This design comes from an exercise in tuning for small area, a short achievable clock period and few clock cycles per item on the open sky130 flow, not from production work.
Only simulation tests tie the RTL to the original design; equivalence was not proved.
No activity file was given, so power comes from the tool's default toggle rates.

**flow/flow/run.sh**
```bash
#!/bin/bash
# The standard layout (standard synthesis unchanged), except that the
# port buffers are plain sky130_fd_sc_hd__buf_1 cells rather than the delay
# cells buffer_ports picks by default. Each step's full log is kept under
# orfs/logs/; make's own output goes to make_*.log here.
set -euo pipefail
bash standard.sh synth > make_synth.log 2>&1
bash standard.sh finish "BUFFER_PORTS_ARGS=-buffer_cell sky130_fd_sc_hd__buf_1" > make_finish.log 2>&1
```
**flow/standard.sh**
```bash
#!/bin/bash
# synth_recipe.tcl (not shown) runs the flow's synth.tcl, then flattens the netlist and writes it again
# the make line also repeats each setting of config.mk as NAME=value (left out here)
make -C /OpenROAD-flow-scripts/flow DESIGN_CONFIG=/design/flow/config.mk WORK_HOME=/design/flow/orfs CLKGATE_MAP_FILE= SYNTH_SCRIPT=/design/flow/synth_recipe.tcl "${@:-finish}"
```
**flow/config.mk**
```make
export PLATFORM = sky130hd
export DESIGN_NAME = pe_con
export DESIGN_NICKNAME = pe_con
export VERILOG_FILES = /design/flow/design.v
export SDC_FILE = /design/flow/constraint.sdc
export NUM_CORES = 4
export LEC_CHECK = 0
export CAP_MARGIN = 20
export CORE_MARGIN = 2
export CORE_UTILIZATION = 40
export CTS_BUF_LIST = sky130_fd_sc_hd__clkbuf_4 sky130_fd_sc_hd__clkbuf_8
export SETUP_SLACK_MARGIN = 4.7
export SLEW_MARGIN = 20
export SYNTH_HIERARCHICAL = 1
export SYNTH_MINIMUM_KEEP_SIZE = 0
```
**flow/constraint.sdc**
```tcl
create_clock -name core_clock -period 7.0 [get_ports {aclk}]
set_input_delay 1.4000 -clock core_clock [delete_from_list [all_inputs] [get_ports {aclk}]]
set_output_delay 1.4000 -clock core_clock [all_outputs]
set_load 0.01 [all_outputs]
```
**flow/design.v**
```verilog
`timescale 1ns / 1ps
module pe_con #(
    parameter SIZE = 16,
    parameter VECTOR_SIZE = 16,
    parameter L_RAM_SIZE = 4
) (
    input start,
    output done,
    input aclk,
    input aresetn,
    output [L_RAM_SIZE:0] rdaddr,
    input [SIZE-1:0] rddata,
    output [SIZE-1:0] wrdata
);
    reg [5:0] cnt;
    reg busy;
    reg done_r;
    reg ph_odd;      
    reg run;         
    reg fin;         
    always @(posedge aclk)
        if (!aresetn) begin
            cnt <= 6'd0;
            busy <= 1'b0;
            done_r <= 1'b0;
            ph_odd <= 1'b0;
            run <= 1'b0;
            fin <= 1'b0;
        end else begin
            done_r <= fin;
            busy <= start || (busy && !done_r);
            if (busy && !done_r)
                cnt <= cnt + 6'd1;
            else
                cnt <= {5'd0, start};
            ph_odd <= (start || busy) && !cnt[0];
            run <= busy && (cnt >= 6'd3) && (cnt < 6'd35);
            fin <= busy && (cnt == 6'd35);
        end
    assign rdaddr = {cnt[0], cnt[4:1]};
    assign done = done_r;
    reg [SIZE-1:0] w1, w2;
    reg [7:0] w3;
    always @(posedge aclk) begin
        w1 <= rddata;
        w2 <= w1;
        w3 <= w2[7:0] & {8{ph_odd}};
    end
    wire [SIZE-1:0] g1 = w1 & {SIZE{ph_odd}};
    wire [7:0] g3 = w3;
    wire pp1 = (w2[0] & g1[0]);
    wire pp2 = (w2[1] & g1[0]) | (g3[0] & w2[1]);
    wire pp3 = (w2[1] & g1[1]) | (g3[0] & w2[2]);
    wire pp4 = (w2[2] & g1[0]);
    wire pp5 = (w2[2] & g1[1]) | (g3[0] & w2[3]);
    wire pp6 = (w2[3] & g1[0]) | (g3[1] & w2[2]);
    wire pp7 = (w2[2] & g1[2]) | (g3[0] & w2[4]);
    wire pp8 = (w2[3] & g1[1]) | (g3[1] & w2[3]);
    wire pp9 = (w2[4] & g1[0]);
    wire pp10 = (w2[3] & g1[2]) | (g3[0] & w2[5]);
    wire pp11 = (w2[4] & g1[1]) | (g3[1] & w2[4]);
    wire pp12 = (w2[5] & g1[0]) | (g3[2] & w2[3]);
    wire pp13 = (w2[3] & g1[3]) | (g3[0] & w2[6]);
    wire pp14 = (w2[4] & g1[2]) | (g3[1] & w2[5]);
    wire pp15 = (w2[5] & g1[1]) | (g3[2] & w2[4]);
    wire pp16 = (w2[6] & g1[0]);
    wire pp17 = (w2[4] & g1[3]) | (g3[0] & w2[7]);
    wire pp18 = (w2[5] & g1[2]) | (g3[1] & w2[6]);
    wire pp19 = (w2[6] & g1[1]) | (g3[2] & w2[5]);
    wire pp20 = (w2[7] & g1[0]) | (g3[3] & w2[4]);
    wire pp21 = (w2[4] & g1[4]) | (g3[0] & w2[8]);
    wire pp22 = (w2[5] & g1[3]) | (g3[1] & w2[7]);
    wire pp23 = (w2[6] & g1[2]) | (g3[2] & w2[6]);
    wire pp24 = (w2[7] & g1[1]) | (g3[3] & w2[5]);
    wire pp25 = (w2[8] & g1[0]);
    wire pp26 = (w2[5] & g1[4]) | (g3[0] & w2[9]);
    wire pp27 = (w2[6] & g1[3]) | (g3[1] & w2[8]);
    wire pp28 = (w2[7] & g1[2]) | (g3[2] & w2[7]);
    wire pp29 = (w2[8] & g1[1]) | (g3[3] & w2[6]);
    wire pp30 = (w2[9] & g1[0]) | (g3[4] & w2[5]);
    wire pp31 = (w2[5] & g1[5]) | (g3[0] & w2[10]);
    wire pp32 = (w2[6] & g1[4]) | (g3[1] & w2[9]);
    wire pp33 = (w2[7] & g1[3]) | (g3[2] & w2[8]);
    wire pp34 = (w2[8] & g1[2]) | (g3[3] & w2[7]);
    wire pp35 = (w2[9] & g1[1]) | (g3[4] & w2[6]);
    wire pp36 = (w2[10] & g1[0]);
    wire pp37 = (w2[6] & g1[5]) | (g3[0] & w2[11]);
    wire pp38 = (w2[7] & g1[4]) | (g3[1] & w2[10]);
    wire pp39 = (w2[8] & g1[3]) | (g3[2] & w2[9]);
    wire pp40 = (w2[9] & g1[2]) | (g3[3] & w2[8]);
    wire pp41 = (w2[10] & g1[1]) | (g3[4] & w2[7]);
    wire pp42 = (w2[11] & g1[0]) | (g3[5] & w2[6]);
    wire pp43 = (w2[6] & g1[6]) | (g3[0] & w2[12]);
    wire pp44 = (w2[7] & g1[5]) | (g3[1] & w2[11]);
    wire pp45 = (w2[8] & g1[4]) | (g3[2] & w2[10]);
    wire pp46 = (w2[9] & g1[3]) | (g3[3] & w2[9]);
    wire pp47 = (w2[10] & g1[2]) | (g3[4] & w2[8]);
    wire pp48 = (w2[11] & g1[1]) | (g3[5] & w2[7]);
    wire pp49 = (w2[12] & g1[0]);
    wire pp50 = (w2[7] & g1[6]) | (g3[0] & w2[13]);
    wire pp51 = (w2[8] & g1[5]) | (g3[1] & w2[12]);
    wire pp52 = (w2[9] & g1[4]) | (g3[2] & w2[11]);
    wire pp53 = (w2[10] & g1[3]) | (g3[3] & w2[10]);
    wire pp54 = (w2[11] & g1[2]) | (g3[4] & w2[9]);
    wire pp55 = (w2[12] & g1[1]) | (g3[5] & w2[8]);
    wire pp56 = (w2[13] & g1[0]) | (g3[6] & w2[7]);
    wire pp57 = (w2[7] & g1[7]) | (g3[0] & w2[14]);
    wire pp58 = (w2[8] & g1[6]) | (g3[1] & w2[13]);
    wire pp59 = (w2[9] & g1[5]) | (g3[2] & w2[12]);
    wire pp60 = (w2[10] & g1[4]) | (g3[3] & w2[11]);
    wire pp61 = (w2[11] & g1[3]) | (g3[4] & w2[10]);
    wire pp62 = (w2[12] & g1[2]) | (g3[5] & w2[9]);
    wire pp63 = (w2[13] & g1[1]) | (g3[6] & w2[8]);
    wire pp64 = (w2[14] & g1[0]);
    wire pp65 = (w2[8] & g1[7]) | (g3[0] & w2[15]);
    wire pp66 = (w2[9] & g1[6]) | (g3[1] & w2[14]);
    wire pp67 = (w2[10] & g1[5]) | (g3[2] & w2[13]);
    wire pp68 = (w2[11] & g1[4]) | (g3[3] & w2[12]);
    wire pp69 = (w2[12] & g1[3]) | (g3[4] & w2[11]);
    wire pp70 = (w2[13] & g1[2]) | (g3[5] & w2[10]);
    wire pp71 = (w2[14] & g1[1]) | (g3[6] & w2[9]);
    wire pp72 = (w2[15] & g1[0]) | (g3[7] & w2[8]);
    wire s73, c74;
    pe_ha u_s73 (.a(pp3), .b(pp4), .s(s73), .co(c74));
    wire s75, c76;
    pe_fa u_s75 (.a(pp5), .b(pp6), .c(c74), .s(s75), .co(c76));
    wire s77, c78;
    pe_fa u_s77 (.a(pp7), .b(pp8), .c(pp9), .s(s77), .co(c78));
    wire s79, c80;
    pe_ha u_s79 (.a(s77), .b(c76), .s(s79), .co(c80));
    wire s81, c82;
    pe_fa u_s81 (.a(pp10), .b(pp11), .c(pp12), .s(s81), .co(c82));
    wire s83, c84;
    pe_fa u_s83 (.a(c78), .b(s81), .c(c80), .s(s83), .co(c84));
    wire s85, c86;
    pe_fa u_s85 (.a(pp13), .b(pp14), .c(pp15), .s(s85), .co(c86));
    wire s87, c88;
    pe_fa u_s87 (.a(pp16), .b(c82), .c(s85), .s(s87), .co(c88));
    wire s89, c90;
    pe_fa u_s89 (.a(pp17), .b(pp18), .c(pp19), .s(s89), .co(c90));
    wire s91, c92;
    pe_fa u_s91 (.a(pp20), .b(c86), .c(s89), .s(s91), .co(c92));
    wire s93, c94;
    pe_ha u_s93 (.a(c88), .b(s91), .s(s93), .co(c94));
    wire s95, c96;
    pe_fa u_s95 (.a(pp21), .b(pp22), .c(pp23), .s(s95), .co(c96));
    wire s97, c98;
    pe_fa u_s97 (.a(pp24), .b(pp25), .c(c90), .s(s97), .co(c98));
    wire s99, c100;
    pe_fa u_s99 (.a(s95), .b(c92), .c(s97), .s(s99), .co(c100));
    wire s101, c102;
    pe_fa u_s101 (.a(pp26), .b(pp27), .c(pp28), .s(s101), .co(c102));
    wire s103, c104;
    pe_fa u_s103 (.a(pp29), .b(pp30), .c(c96), .s(s103), .co(c104));
    wire s105, c106;
    pe_fa u_s105 (.a(s101), .b(c98), .c(s103), .s(s105), .co(c106));
    wire s107, c108;
    pe_fa u_s107 (.a(pp31), .b(pp32), .c(pp33), .s(s107), .co(c108));
    wire s109, c110;
    pe_fa u_s109 (.a(pp34), .b(pp35), .c(pp36), .s(s109), .co(c110));
    wire s111, c112;
    pe_fa u_s111 (.a(c102), .b(s107), .c(s109), .s(s111), .co(c112));
    wire s113, c114;
    pe_fa u_s113 (.a(pp37), .b(pp38), .c(pp39), .s(s113), .co(c114));
    wire s115, c116;
    pe_fa u_s115 (.a(pp40), .b(pp41), .c(pp42), .s(s115), .co(c116));
    wire s117, c118;
    pe_fa u_s117 (.a(c108), .b(c110), .c(s113), .s(s117), .co(c118));
    wire s119, c120;
    pe_fa u_s119 (.a(s115), .b(c112), .c(s117), .s(s119), .co(c120));
    wire s121, c122;
    pe_fa u_s121 (.a(pp43), .b(pp44), .c(pp45), .s(s121), .co(c122));
    wire s123, c124;
    pe_fa u_s123 (.a(pp46), .b(pp47), .c(pp48), .s(s123), .co(c124));
    wire s125, c126;
    pe_fa u_s125 (.a(pp49), .b(c114), .c(c116), .s(s125), .co(c126));
    wire s127, c128;
    pe_fa u_s127 (.a(s121), .b(s123), .c(c118), .s(s127), .co(c128));
    wire s129, c130;
    pe_fa u_s129 (.a(pp50), .b(pp51), .c(pp52), .s(s129), .co(c130));
    wire s131, c132;
    pe_fa u_s131 (.a(pp53), .b(pp54), .c(pp55), .s(s131), .co(c132));
    wire s133, c134;
    pe_fa u_s133 (.a(pp56), .b(c122), .c(c124), .s(s133), .co(c134));
    wire s135, c136;
    pe_fa u_s135 (.a(s129), .b(s131), .c(c126), .s(s135), .co(c136));
    wire s137, c138;
    pe_fa u_s137 (.a(pp57), .b(pp58), .c(pp59), .s(s137), .co(c138));
    wire s139, c140;
    pe_fa u_s139 (.a(pp60), .b(pp61), .c(pp62), .s(s139), .co(c140));
    wire s141, c142;
    pe_fa u_s141 (.a(pp63), .b(pp64), .c(c130), .s(s141), .co(c142));
    wire s143, c144;
    pe_fa u_s143 (.a(c132), .b(s137), .c(s139), .s(s143), .co(c144));
    wire s145, c146;
    pe_fa u_s145 (.a(c134), .b(s141), .c(s143), .s(s145), .co(c146));
    wire s147, c148;
    pe_fa u_s147 (.a(pp65), .b(pp66), .c(pp67), .s(s147), .co(c148));
    wire s149, c150;
    pe_fa u_s149 (.a(pp68), .b(pp69), .c(pp70), .s(s149), .co(c150));
    wire s151, c152;
    pe_fa u_s151 (.a(pp71), .b(pp72), .c(c138), .s(s151), .co(c152));
    wire s153, c154;
    pe_fa u_s153 (.a(c140), .b(s147), .c(s149), .s(s153), .co(c154));
    wire s155, c156;
    pe_fa u_s155 (.a(c142), .b(c144), .c(s151), .s(s155), .co(c156));
    reg [SIZE-1:0] q0;
    reg [SIZE-1:0] q1;
    reg [SIZE-1:0] q2;
    always @(posedge aclk) begin
        q0 <= {s153, c136, s133, s125, s119, c104, c100, c94, s93, s87, s83, s79, s75, s73, pp2, pp1};
        q1 <= {c146, s145, c128, c120, 1'b0, s111, s105, s99, 1'b0, c84, 1'b0, 1'b0, 1'b0, 1'b0, 1'b0, 1'b0};
        q2 <= {s155, 1'b0, s135, s127, 1'b0, c106, 1'b0, 1'b0, 1'b0, 1'b0, 1'b0, 1'b0, 1'b0, 1'b0, 1'b0, 1'b0};
    end
    reg [SIZE-1:0] acc_s, acc_c;
    wire s219, c220;
    pe_ha u_s219 (.a(q0[0]), .b(acc_s[0]), .s(s219), .co(c220));
    wire s221, c222;
    pe_fa u_s221 (.a(q0[1]), .b(acc_s[1]), .c(acc_c[1]), .s(s221), .co(c222));
    wire s223, c224;
    pe_fa u_s223 (.a(q0[2]), .b(acc_s[2]), .c(acc_c[2]), .s(s223), .co(c224));
    wire s225, c226;
    pe_fa u_s225 (.a(q0[3]), .b(acc_s[3]), .c(acc_c[3]), .s(s225), .co(c226));
    wire s227, c228;
    pe_fa u_s227 (.a(q0[4]), .b(acc_s[4]), .c(acc_c[4]), .s(s227), .co(c228));
    wire s229, c230;
    pe_fa u_s229 (.a(q0[5]), .b(acc_s[5]), .c(acc_c[5]), .s(s229), .co(c230));
    wire s231, c232;
    pe_fa u_s231 (.a(q0[6]), .b(q1[6]), .c(acc_s[6]), .s(s231), .co(c232));
    wire s233, c234;
    pe_ha u_s233 (.a(c230), .b(s231), .s(s233), .co(c234));
    wire s235, c236;
    pe_fa u_s235 (.a(q0[7]), .b(acc_s[7]), .c(c232), .s(s235), .co(c236));
    wire s237, c238;
    pe_ha u_s237 (.a(c234), .b(s235), .s(s237), .co(c238));
    wire s239, c240;
    pe_fa u_s239 (.a(q0[8]), .b(q1[8]), .c(acc_s[8]), .s(s239), .co(c240));
    wire s241, c242;
    pe_fa u_s241 (.a(acc_c[8]), .b(s239), .c(c236), .s(s241), .co(c242));
    wire s243, c244;
    pe_fa u_s243 (.a(q0[9]), .b(q1[9]), .c(acc_s[9]), .s(s243), .co(c244));
    wire s245, c246;
    pe_fa u_s245 (.a(acc_c[9]), .b(c240), .c(s243), .s(s245), .co(c246));
    wire s247, c248;
    pe_fa u_s247 (.a(q0[10]), .b(q1[10]), .c(q2[10]), .s(s247), .co(c248));
    wire s249, c250;
    pe_fa u_s249 (.a(acc_s[10]), .b(c244), .c(s247), .s(s249), .co(c250));
    wire s251, c252;
    pe_ha u_s251 (.a(c246), .b(s249), .s(s251), .co(c252));
    wire s253, c254;
    pe_fa u_s253 (.a(q0[11]), .b(acc_s[11]), .c(acc_c[11]), .s(s253), .co(c254));
    wire s255, c256;
    pe_fa u_s255 (.a(c248), .b(s253), .c(c250), .s(s255), .co(c256));
    wire s257, c258;
    pe_fa u_s257 (.a(q0[12]), .b(q1[12]), .c(q2[12]), .s(s257), .co(c258));
    wire s259, c260;
    pe_fa u_s259 (.a(acc_s[12]), .b(c254), .c(s257), .s(s259), .co(c260));
    wire s261, c262;
    pe_ha u_s261 (.a(s259), .b(c256), .s(s261), .co(c262));
    wire s263, c264;
    pe_fa u_s263 (.a(q0[13]), .b(q1[13]), .c(q2[13]), .s(s263), .co(c264));
    wire s265, c266;
    pe_fa u_s265 (.a(acc_s[13]), .b(acc_c[13]), .c(c258), .s(s265), .co(c266));
    wire s267, c268;
    pe_fa u_s267 (.a(s263), .b(c260), .c(s265), .s(s267), .co(c268));
    wire s269, c270;
    pe_fa u_s269 (.a(q0[14]), .b(q1[14]), .c(acc_s[14]), .s(s269), .co(c270));
    wire s271, c272;
    pe_fa u_s271 (.a(c264), .b(s269), .c(c266), .s(s271), .co(c272));
    wire s273, c274;
    pe_ha u_s273 (.a(c268), .b(s271), .s(s273), .co(c274));
    wire s275, c276;
    pe_fa u_s275 (.a(q0[15]), .b(q1[15]), .c(q2[15]), .s(s275), .co(c276));
    wire s277, c278;
    pe_fa u_s277 (.a(acc_s[15]), .b(acc_c[15]), .c(c270), .s(s277), .co(c278));
    wire s279, c280;
    pe_fa u_s279 (.a(s275), .b(s277), .c(c272), .s(s279), .co(c280));
    wire [SIZE-1:0] nxt_s = {c274, s273, c262, s261, c252, s251, c242, c238, s237, s233, c228, c226, c224, c222, c220, s219};
    wire [SIZE-1:0] nxt_c = {s279, 1'b0, s267, 1'b0, s255, 1'b0, s245, s241, 1'b0, 1'b0, s229, s227, s225, s223, s221, 1'b0};
    wire cx1 = (acc_s[1] & acc_c[1]);
    wire cx2 = (acc_s[1] ^ acc_c[1]);
    wire cx3 = (acc_s[2] & acc_c[2]);
    wire cx4 = (acc_s[2] ^ acc_c[2]);
    wire cx5 = (acc_s[3] & acc_c[3]);
    wire cx6 = (acc_s[3] ^ acc_c[3]);
    wire cx7 = (acc_s[4] & acc_c[4]);
    wire cx8 = (acc_s[4] ^ acc_c[4]);
    wire cx9 = (acc_s[5] & acc_c[5]);
    wire cx10 = (acc_s[5] ^ acc_c[5]);
    wire cx11 = (acc_s[8] & acc_c[8]);
    wire cx12 = (acc_s[8] ^ acc_c[8]);
    wire cx13 = (acc_s[9] & acc_c[9]);
    wire cx14 = (acc_s[9] ^ acc_c[9]);
    wire cx15 = (acc_s[11] & acc_c[11]);
    wire cx16 = (acc_s[11] ^ acc_c[11]);
    wire cx17 = (acc_s[13] & acc_c[13]);
    wire cx18 = (acc_s[13] ^ acc_c[13]);
    wire cx19 = (acc_s[15] & acc_c[15]);
    wire cx20 = (acc_s[15] ^ acc_c[15]);
    wire cx21 = cx2 & acc_s[0];
    wire cx22 = cx5 | (cx6 & cx3);
    wire cx23 = cx6 & cx4;
    wire cx24 = cx9 | (cx10 & cx7);
    wire cx25 = cx10 & cx8;
    wire cx26 = acc_s[7] & acc_s[6];
    wire cx27 = cx13 | (cx14 & cx11);
    wire cx28 = cx14 & cx12;
    wire cx29 = cx16 & acc_s[10];
    wire cx30 = cx18 & acc_s[12];
    wire cx31 = cx20 & acc_s[14];
    wire cx32 = cx22 | (cx23 & cx1);
    wire cx33 = cx23 & cx21;
    wire cx34 = cx26 & cx24;
    wire cx35 = cx26 & cx25;
    wire cx36 = cx15 | (cx29 & cx27);
    wire cx37 = cx29 & cx28;
    wire cx38 = cx19 | (cx31 & cx17);
    wire cx39 = cx31 & cx30;
    wire cx40 = cx34 | (cx35 & cx32);
    wire cx41 = cx35 & cx33;
    wire cx42 = cx38 | (cx39 & cx36);
    wire cx43 = cx39 & cx37;
    wire cx44 = cx42 | (cx43 & cx40);
    wire cx45 = cx43 & cx41;
    wire cx46 = cx36 | (cx37 & cx40);
    wire cx47 = cx37 & cx41;
    wire cx48 = cx24 | (cx25 & cx32);
    wire cx49 = cx25 & cx33;
    wire cx50 = cx27 | (cx28 & cx40);
    wire cx51 = cx28 & cx41;
    wire cx52 = cx17 | (cx30 & cx46);
    wire cx53 = cx30 & cx47;
    wire cx54 = cx3 | (cx4 & cx1);
    wire cx55 = cx4 & cx21;
    wire cx56 = cx7 | (cx8 & cx32);
    wire cx57 = cx8 & cx33;
    wire cx58 = acc_s[6] & cx48;
    wire cx59 = acc_s[6] & cx49;
    wire cx60 = cx11 | (cx12 & cx40);
    wire cx61 = cx12 & cx41;
    wire cx62 = acc_s[10] & cx50;
    wire cx63 = acc_s[10] & cx51;
    wire cx64 = acc_s[12] & cx46;
    wire cx65 = acc_s[12] & cx47;
    wire cx66 = acc_s[14] & cx52;
    wire cx67 = acc_s[14] & cx53;
    wire [SIZE-1:0] sum = {cx20 ^ cx66, acc_s[14] ^ cx52, cx18 ^ cx64, acc_s[12] ^ cx46, cx16 ^ cx62, acc_s[10] ^ cx50, cx14 ^ cx60, cx12 ^ cx40, acc_s[7] ^ cx58, acc_s[6] ^ cx48, cx10 ^ cx56, cx8 ^ cx32, cx6 ^ cx54, cx4 ^ cx1, cx2, acc_s[0]};
    always @(posedge aclk) begin
        acc_s <= ({SIZE{run}} & nxt_s) | ({SIZE{fin}} & sum);
        acc_c <= {SIZE{run}} & nxt_c;
    end
    assign wrdata = acc_s;
endmodule
module pe_fa (
    input a,
    input b,
    input c,
    output s,
    output co
);
    assign {co, s} = a + b + c;
endmodule
module pe_ha (
    input a,
    input b,
    output s,
    output co
);
    assign {co, s} = a + b;
endmodule
```
==> impl_metrics.yaml, run 1 <==
setup_path:
  r2r-end: "q1[14]$_DFF_P_"
  crit_path_top_delay_cell: "fa_2"
  crit_buf_inv: 1
  max_stage_delay_ns: 0.56
  crit_family: "adder cells"
  ff2ff_setup_slack_ns: 4.64
  critPathMaxFanout: 9
  crit_chain: "buf_2 > a32o_1 > fa_2 > fa_2 > fa_1"
  startpoint_type: "flip-flop"
  arrival_ns: 2.63
  r2r_start: "ph_odd$_SDFF_PN0_"
  crit_required_ns: 7.26
  cp_common_cell: "fa_2"
  cp-end-kind: "flip-flop"
  crit_type: "reg2reg"
  reg2reg_depth: 5
layout:
  syn_to_final_growth_pct: 15.42
  postLayoutCellArea_sq_um: 5918
  layout_common_cells: "dfxtp_1, a22o_1, fa_1"
  final_core_util: 0.4709
  antennaDiodeCount: 0
  drive_above_1_share: 0.2462
  seqCellArea_sq_um: 2173
  multi_input_area_sq_um: 2900
  nets: 559
  final_common_cell: "dfxtp_1"
  n_fill_cell: 1158
placement:
  place_ws_ns: 4.104
  gp_congestion: 0.8409
  placed_area_sq_um: 5370
  io_buffers: 40
  hpwl_mm: 6.897
grt:
  grt_max_degree: 27
  antenna_found_initial: 0
  grt_pass1_vias: 3373
  grt_overflow: 0
  grt_pass1_wl_mm: 16.70
  grtUsageTotal: 0.1586
routing:
  drc: 0
  firstDrtPassIters: 4
  drt_iter0_drc: 205
  vias_per_cell: 4.963
  wire_per_inst_microns: 15.35
  drtAntennaViolNets: 0
  wl_mm: 9.624
  vias: 3112
yosys:
  ys.flop_type: "dfxtp_1"
  synthTopCellsByArea: "dfxtp_1, fa_1, a22o_1"
  synth_top_area_frac: 0.4100
  synthDistinctLibCells: 31
  ys_ff_latch: 105
  synth-seq-area-share: 0.4100
  post-synth-top-area-cell: "dfxtp_1"
  async_flop_share: 0
  syn_inst: 408
  postSynthNetCount: 517
  yosysWarnings: 7
  synth-edff-count: 0
  syn_area_per_cell_sq_um: 12.57
  syn_area_sq_um: 5127
pwr:
  switching_power_w: 0.0003565
  power_frac_comb: 0.151
  p_clk_frac: 0.306
  p_int_w: 0.0009162
  p_total_w: 0.001273
  swShare: 0.2801
  cellLeakagePower_nw: 2.645
  ir_drop_v: 0.0001271
  p_seq_frac: 0.543
  p_per_area_nw_per_um2: 215.1
clock_network:
  cts-root-buf: "clkbuf_8"
  cts_htree_levels: 3
  clk_latency_ns: 0.37
  path_clk_slew_ns: 0.10
  cts_tree: "yes"
  numClockSinks: 105
  cts_inserted_buffers: 9
  clk_path_buf_depth: 2
timing:
  rsz0062_at_grt: "yes"
  drv_slew: 0
  tightest_slew_ns: 0.8272
  period_share: 0.3376
  setup_viol: 0
  setup-tns-final_ns: 0
  fin_worst_skew_ns: 0.01028
  setup_slack_ns: 4.637
  post-route-min-period_ns: 2.363
  slew_headroom: 0.4478
  hold_viol_final: 0
  max_freq_mhz: 423.2
floorplanning:
  pin_count: 41
  die_w_microns: 117.2
  coreArea_sq_um: 12570
  die_h_microns: 117.2
  initial_core_util: 0.4080
  rows: 41
  die_area_sq_um: 13740
min_path:
  min_path_cells: 0
  min-delay-start: "w1[10]$_DFF_P_"
  min_path_type: "reg2reg"
  hold_end: "w2[10]$_DFF_P_"
status:
  outcome: "timing/DRC/antenna clean"
flow_run:
  cap_violations: 0
==> flip-flops by register name (all words and copies together) (netlist names) <==
| signal | cells |
|---|---|
| q0 | 16 |
| busy | 1 |
| fin | 1 |
| q2 | 4 |
| w1 | 16 |
| acc_c | 10 |
| done_r | 1 |
| w2 | 16 |
| q1 | 8 |
| ph_odd | 1 |
| run | 1 |
| cnt | 6 |
| w3 | 8 |
| acc_s | 16 |
==> modules after synthesis, one instance, submodules excluded <==
module  times used  flops+latches  area [sq um]
pe_ha            9              0         12.51
pe_con           1            105          3734
pe_fa           64              0         20.02
==> stage by stage <==
| stage | hold slack, ns | cells |
|---|---|---|
| after floorplan | 0.3096 | 408 |
| after global placement | 0.3105 | 590 |
| after detailed placement | 0.3121 | 590 |
| after CTS | 0.3353 | 622 |
| after global routing | 0.3382 | 627 |
| final | 0.3330 | 627 |
==> worst reg2reg max path: stages, from the launching register on <==
cell	delay, ns
dfxtp_4	0.39
buf_2	0.18
a32o_1	0.25
fa_2	0.56
fa_2	0.45
fa_1	0.42
==> power by group through the flow <==
stage | registers (W) | logic, W | clock network [W]
final | 0.000691 | 0.000193 | 0.000389
after floorplan | 0.000690 | 0.000154 | 0
after CTS | 0.000693 | 0.000194 | 0.000408
after detailed placement | 0.000712 | 0.000185 | 0
after global placement | 0.000711 | 0.000173 | 0
after global routing | 0.000699 | 0.000231 | 0.000435
==> layer usage <==
metal | global-route usage | part of all wire | vias up
met2 | 0.2414 | 0.46 | 91
met4 | 0.07451 | 0.030 | 0
met3 | 0.03913 | 0.053 | 24
met5 | 0 | 0 | -
li1 | - | - | 1482
met1 | 0.2137 | 0.46 | 1515
==> synthesized netlist by cell type (all sizes together), types with 2 or more instances <==
cell type and number:
a21oi 4, a22o 56, a32o 7, and2 25, and3 10, buf 12, clkbuf 18, dfxtp 105
fa 67, ha 23, inv 10, nand2 15, nand3 5, nand4 2, nor2 8, nor4 2
o21a 7, o21ai 13, xnor2 6, xor2 7
==> area by class of cell <==
cell class                      instances  share of cell area
Clock buffer                            9             0.02093
Clock inverter                          7             0.01438
Inverter                               10            0.006342
Multi-Input combinational cell        263              0.4901
Sequential cell                       105              0.3672
Tap cell                              172             0.03636
Timing Repair Buffer                   61             0.06469
==> kinds of logic (layout without fill, tap and decap cells) <==
kind of cell,Yosys count,in the layout,synth area share
compound gates,90,90,0.1432
xor+xnor,13,13,0.02221
flops,105,105,0.4100
simple gates,70,70,0.07345
buf+inv,40,87,0.03343
fa+ha+maj,90,90,0.3177
==> timing repair <==
| action | 4_1_cts | 5_1_grt |
|---|---|---|
| endpoints found under the hold margin | 0 | 0 |
| pin swaps | 4 | 3 |
| buffers inserted | 16 | 5 |
| resized for setup | 69 | 27 |
| cloned | 0 | 0 |
| setup endpoints to repair | 42 | 27 |
| hold buffers | 0 | 0 |
==> worst max path at each step <==
stage	from	cells past startpoint	endpoint
after floorplan	ph_odd$_SDFF_PN0_	7	q1[14]$_DFF_P_
after global placement	ph_odd$_SDFF_PN0_	5	q0[11]$_DFF_P_
after detailed placement	ph_odd$_SDFF_PN0_	5	q0[11]$_DFF_P_
after CTS	ph_odd$_SDFF_PN0_	5	q1[14]$_DFF_P_
after global routing	ph_odd$_SDFF_PN0_	5	q1[14]$_DFF_P_
final	ph_odd$_SDFF_PN0_	5	q1[14]$_DFF_P_
Testbench counts, summed over its fixed seeds: cycles 7,296, items 192.
==> run 2: changes to the inputs <==
--- a/flow/config.mk
+++ b/flow/config.mk
@@ -11,3 +11,3 @@
 export CTS_BUF_LIST = sky130_fd_sc_hd__clkbuf_4 sky130_fd_sc_hd__clkbuf_8
-export SETUP_SLACK_MARGIN = 4.7
+export SETUP_SLACK_MARGIN = 4.6
 export SLEW_MARGIN = 20
==> impl_metrics.yaml, run 2 <==
floorplanning:
  initial_core_util: 0.4080
  rows: 41
  die_h_microns: 117.2
  coreArea_sq_um: 12570
  pin_count: 41
  die_w_microns: 117.2
  die_area_sq_um: 13740
timing:
  fin_worst_skew_ns: 0.007631
  period_share: 0.3355
  setup_viol: 0
  setup-tns-final_ns: 0
  post-route-min-period_ns: 2.348
  max_freq_mhz: 425.8
  hold_viol_final: 0
  tightest_slew_ns: 0.8387
  drv_slew: 0
  rsz0062_at_grt: "yes"
  slew_headroom: 0.4401
  holdWs_ns: 0.3314
yosys:
  ys.flop_type: "dfxtp_1"
  synthDistinctLibCells: 31
  synthTopCellsByCount: "dfxtp_1, fa_1, a22o_1, and2_1, ha_1"
  synth-edff-count: 0
  postSynthNetCount: 517
  synth_top_area_frac: 0.4100
  synth-seq-area-share: 0.4100
  yosysWarnings: 7
  post-synth-top-area-cell: "dfxtp_1"
  syn_area_per_cell_sq_um: 12.57
  ys_ff_latch: 105
  synthTopCellsByArea: "dfxtp_1, fa_1, a22o_1"
  syn_inst: 408
  yosysMostFrequentCell: "dfxtp_1"
  async_flop_share: 0
  syn_area_sq_um: 5127
grt:
  grt_pass1_vias: 3177
  grt_overflow: 0
  grt_pass1_wl_mm: 15.39
  grt_max_degree: 27
  antenna_found_initial: 0
  grtUsageTotal: 0.1470
status:
  outcome: "timing/DRC/antenna clean"
placement:
  gp_congestion: 0.8586
  hpwl_mm: 6.767
  io_buffers: 40
clock_network:
  cts-root-buf: "clkbuf_8"
  path_clk_slew_ns: 0.10
  cts_tree: "yes"
  cts_inserted_buffers: 9
  clk_latency_ns: 0.37
  numClockSinks: 105
  cts_htree_levels: 3
  clk_path_buf_depth: 2
layout:
  antennaDiodeCount: 0
  nets: 542
  drive_above_1_share: 0.1370
  seqCellArea_sq_um: 2148
  syn_to_final_growth_pct: 10.52
  layout_common_cells: "dfxtp_1, fa_1, a22o_1"
  multi_input_area_sq_um: 2885
  final_core_util: 0.4509
  final_common_cell: "dfxtp_1"
  n_fill_cell: 1159
min_path:
  min_path_cells: 0
  min_path_type: "reg2reg"
  min-delay-start: "w1[8]$_DFF_P_"
setup_path:
  crit_required_ns: 5.60
  cp.depth: 1
  reg2reg_depth: 4
  cp-end-kind: "primary output"
  crit_path_top_delay_cell: "dfxtp_1"
  startpoint_type: "flip-flop"
  critPathMaxFanout: 3
  crit_chain: "buf_2"
  crit_family: "flip-flops"
  r2r_start: "w2[5]$_DFF_P_"
  crit_type: "reg2out"
  max_stage_delay_ns: 0.41
  arrival_ns: 0.95
  crit_buf_inv: 1
  cp-startpoint: "acc_s[13]$_DFF_P_"
routing:
  wire_per_inst_microns: 15.25
  vias_per_cell: 4.939
  drtAntennaViolNets: 0
  firstDrtPassIters: 4
  vias: 3013
  drc: 0
  wl_mm: 9.304
  drt_iter0_drc: 169
pwr:
  cellLeakagePower_nw: 2.459
  ir_drop_v: 0.0001373
  p_per_area_nw_per_um2: 222.0
flow_run:
  cap_violations: 0
-- run 2: cell counts after synthesis --
Identical to the previous run, type by type.
-- run 2: final timing paths --
kind | end | slack, ns
max reg2reg | q0[11]$_DFF_P_ | 4.66
min | w2[8]$_DFF_P_ | 0.33
min reg2reg | w2[8]$_DFF_P_ | 0.33
max | wrdata[13] | 4.65
-- run 2: worst reg2reg max path, delay by kind of cell (launching register included) --
kind / cells / cell delay, ns
AOI/OAI and AO/OA: 1 / 0.31
adders and majority gates: 3 / 1.32
DFF: 1 / 0.59
-- run 2: layout make-up --
cell class / count / area share
sequential: 105 / 0.3791
inverter: 10 / 0.006624
clock buffer: 9 / 0.02186
tap: 172 / 0.03798
timing repair buffer: 44 / 0.03113
multi-input combinational: 263 / 0.5092
clock inverter: 7 / 0.01413
-- run 2: stage by stage --
step            power, W  setup WS (ns)  area (sq um)  instances
6_report        0.001258          4.652          5667        610
5_1_grt         0.001342          4.577          5667        610
4_1_cts         0.001277          4.581          5600        607
3_5_place_dp   0.0008950          3.917          5359        590
3_3_place_gp   0.0008831          3.993          5359        590
2_1_floorplan  0.0008428          4.593          5131        408
-- run 2: cell families after synthesis --
| logic type | synth area share |
|---|---|
| simple gates | 0.07345 |
| fa+ha+maj | 0.3177 |
| buf+inv | 0.03343 |
| xor+xnor | 0.02221 |
| compound gates | 0.1432 |
| flops | 0.4100 |
-- run 2: per-layer routing --
| metal | GRT usage | routed length (microns) | vias to the layer above |
|---|---|---|---|
| met2 | 0.2249 | 4154 | 88 |
| met4 | 0.06902 | 222 | 0 |
| met5 | 0 | 0 | - |
| met3 | 0.02884 | 414 | 14 |
| li1 | - | - | 1447 |
| met1 | 0.2019 | 4512 | 1464 |
-- run 2: power by group --
part | internal (W) | switching [W]
Clock | 0.000168 | 0.000211
Sequential | 0.000649 | 0.0000455
Combinational | 0.0000929 | 0.0000917
-- run 2: timing repair --
item                                    in CTS  in global routing
setup buffers                                1                  3
pin swaps                                    1                  5
endpoints found under the setup margin      31                 19
gates resized for setup                     25                 23
hold buffers                                 0                  0
-- run 2: modules after synthesis (local to each module, per instance) --
module / copies in the design / flip-flops and latches
pe_con: 1 / 105
pe_ha: 9 / 0
pe_fa: 64 / 0
==> run 3: changes to the inputs <==
--- a/flow/config.mk
+++ b/flow/config.mk
@@ -9,3 +9,3 @@
 export CORE_MARGIN = 2
-export CORE_UTILIZATION = 40
+export CORE_UTILIZATION = 55
 export CTS_BUF_LIST = sky130_fd_sc_hd__clkbuf_4 sky130_fd_sc_hd__clkbuf_8
==> impl_metrics.yaml, run 3 <==
status:
  outcome: "timing/DRC/antenna clean"
timing:
  setup_slack_ns: 4.625
  slew_headroom: 0.4593
  period_share: 0.3393
  hold_viol_final: 0
  drv_slew: 0
  tightest_slew_ns: 0.8100
  setup-tns-final_ns: 0
  max_freq_mhz: 421.1
  post-route-min-period_ns: 2.375
  setup_viol: 0
  rsz0062_at_grt: "yes"
  fin_worst_skew_ns: 0.02107
yosys:
  syn_area_per_cell_sq_um: 12.57
  yosysWarnings: 7
  syn_inst: 408
  synthDistinctLibCells: 31
  ys.flop_type: "dfxtp_1"
  postSynthNetCount: 517
  synth_top_area_frac: 0.4100
  syn_area_sq_um: 5127
  yosysMostFrequentCell: "dfxtp_1"
  synth-seq-area-share: 0.4100
  synth-edff-count: 0
  synthTopCellsByArea: "dfxtp_1, fa_1, a22o_1"
  synthTopCellsByCount: "dfxtp_1, fa_1, a22o_1, and2_1, ha_1"
  ys_ff_latch: 105
  post-synth-top-area-cell: "dfxtp_1"
  async_flop_share: 0
setup_path:
  cp-end-kind: "flip-flop"
  arrival_ns: 2.60
  startpoint_type: "flip-flop"
  critPathMaxFanout: 14
  crit_required_ns: 7.23
  crit_type: "reg2reg"
grt:
  grt_pass1_vias: 3114
  antenna_found_initial: 0
  grt_max_degree: 27
  grtUsageTotal: 0.1929
  grt_pass1_wl_mm: 15.31
  grt_overflow: 0
layout:
  n_fill_cell: 776
  final_common_cell: "dfxtp_1"
  nets: 541
  drive_above_1_share: 0.1098
  syn_to_final_growth_pct: 8.126
  antennaDiodeCount: 0
  layout_common_cells: "dfxtp_1, fa_1, a22o_1"
  finalNonFillerCells: 548
clock_network:
  cts-root-buf: "clkbuf_8"
  numClockSinks: 105
  path_clk_slew_ns: 0.12
  clk_latency_ns: 0.36
  cts_tree: "yes"
  cts_htree_levels: 3
  cts-hold-fix-buffers: 0
  clk_path_buf_depth: 2
  cts_inserted_buffers: 9
floorplanning:
  coreArea_sq_um: 9153
  rows: 35
  pin_count: 41
  initial_core_util: 0.5602
  die_area_sq_um: 10110
  die_w_microns: 100.6
  die_h_microns: 100.6
placement:
  place_ws_ns: 3.829
  dp_cells: 529
  hpwl_mm: 6.580
  gp_congestion: 0.7959
  io_buffers: 40
routing:
  drtAntennaViolNets: 0
  vias: 3024
  wl_mm: 8.949
  drt_iter0_drc: 204
  vias_per_cell: 5.518
  drc: 0
  wire_per_inst_microns: 16.33
  firstDrtPassIters: 5
pwr:
  p_per_area_nw_per_um2: 222.0
  power_frac_comb: 0.151
  p_total_w: 0.001231
  ir_drop_v: 0.0001479
  cellLeakagePower_nw: 2.443
  p_seq_frac: 0.565
  switching_power_w: 0.0003478
  p_int_w: 0.0008830
  p_clk_frac: 0.284
  swShare: 0.2826
min_path:
  min_path_type: "reg2reg"
flow_run:
  cap_violations: 0
## run 3: cell counts after synthesis
Identical to the previous run, type by type.
## run 3: modules after synthesis, one instance, submodules excluded
module  cells inside  copies in the design  flops+latches  cell area, sq um
pe_con           335                     1            105              3734
pe_fa              1                    64              0             20.02
pe_ha              1                     9              0             12.51
## run 3: final timing paths
kind | endpoint | cells past startpoint | slack, ns | startpoint
min | w2[11]$_DFF_P_ | 0 | 0.32 | w1[11]$_DFF_P_
max | q0[11]$_DFF_P_ | 5 | 4.63 | ph_odd$_SDFF_PN0_
max reg2reg | q0[11]$_DFF_P_ | 5 | 4.63 | ph_odd$_SDFF_PN0_
min reg2reg | w2[11]$_DFF_P_ | 0 | 0.32 | w1[11]$_DFF_P_
## run 3: cell families after synthesis
family	Yosys count	synth area share
buf+inv	40	0.03343
xor+xnor	13	0.02221
fa+ha+maj	90	0.3177
simple gates	70	0.07345
compound gates	90	0.1432
flops	105	0.4100
## run 3: stage by stage
step	area, sq um	util	hold slack [ns]
2_1_floorplan	5131	-	0.3096
3_3_place_gp	5283	0.5772	0.3111
3_5_place_dp	5283	0.5772	0.3121
4_1_cts	5505	0.6015	0.3213
5_1_grt	5544	0.6057	0.3378
6_report	5544	0.6057	0.3168
## run 3: cell type report
cell class | count | area [sq um] | area share
clock buffer | 10 | 131.4 | 0.02370
inverter | 10 | 37.54 | 0.006770
timing repair buffer | 43 | 172.7 | 0.03114
tap | 111 | 138.9 | 0.02505
multi-input combinational | 263 | 2880 | 0.5195
sequential | 105 | 2131 | 0.3843
clock inverter | 6 | 52.55 | 0.009479
## run 3: repair_timing
| item | CTS | global route |
|---|---|---|
| setup endpoints to repair | 26 | 16 |
| hold endpoints to repair | 0 | 0 |
| pin swaps | 1 | 1 |
| gates resized for setup | 18 | 15 |
| buffers inserted | 2 | 1 |
## run 3: power by group through the flow
stage	clock network, W	logic, W	registers (W)
after floorplan	0	0.000153	0.000690
after global placement	0	0.000173	0.000712
after detailed placement	0	0.000184	0.000712
after CTS	0.000366	0.000189	0.000696
after global routing	0.000389	0.000222	0.000703
final	0.000350	0.000185	0.000695
## run 3: metal layers
layer,vias to the layer above,global-route usage,wire (microns)
li1,1448,-,-
met1,1481,0.2741,4302
met2,89,0.3067,4160
met3,6,0.03467,415
met4,0,0.05479,71
met5,-,0,0
## run 3: worst max-delay path, stage by stage (launching register included)
cell     delay [ns]
dfxtp_4        0.40
and2_1         0.19
a22o_1         0.21
fa_1           0.57
fa_1           0.43
fa_1           0.44

separate check: timing with driven ports:
No port has a modelled driver above. Below, the same layouts with a new extraction and two added sets of constraints. Step 1 sets driving cells, clkbuf_16 on the clock port and buf_2 on the other inputs (assumed; they add their load-dependent delay and slew). Step 2 adds t to the input delays and takes it off the output delays; t is the mean of the earliest and latest rising clock arrival at the registers after step 1. Input paths then give back, and output paths get back, about the clock's delay inside the block. Slacks: ideal ports / drivers / drivers and shift; pairs: ideal ports / drivers.
run | t, ns | slack for setup (ns) | worst setup path at the end | clock arrival spread, ns | worst data-port slew with drivers (ns)
run 1 | 0.403 | 4.637 / 4.637 / 4.637 | register to register | 0.010 / 0.010 | 0.03
run 2 | 0.402 | 4.652 / 4.620 / 4.659 | register to register | 0.008 / 0.008 | 0.03
run 3 | 0.386 | 4.625 / 4.625 / 4.625 | register to register | 0.022 / 0.021 | 0.03
After both steps every run listed still meets setup and hold.
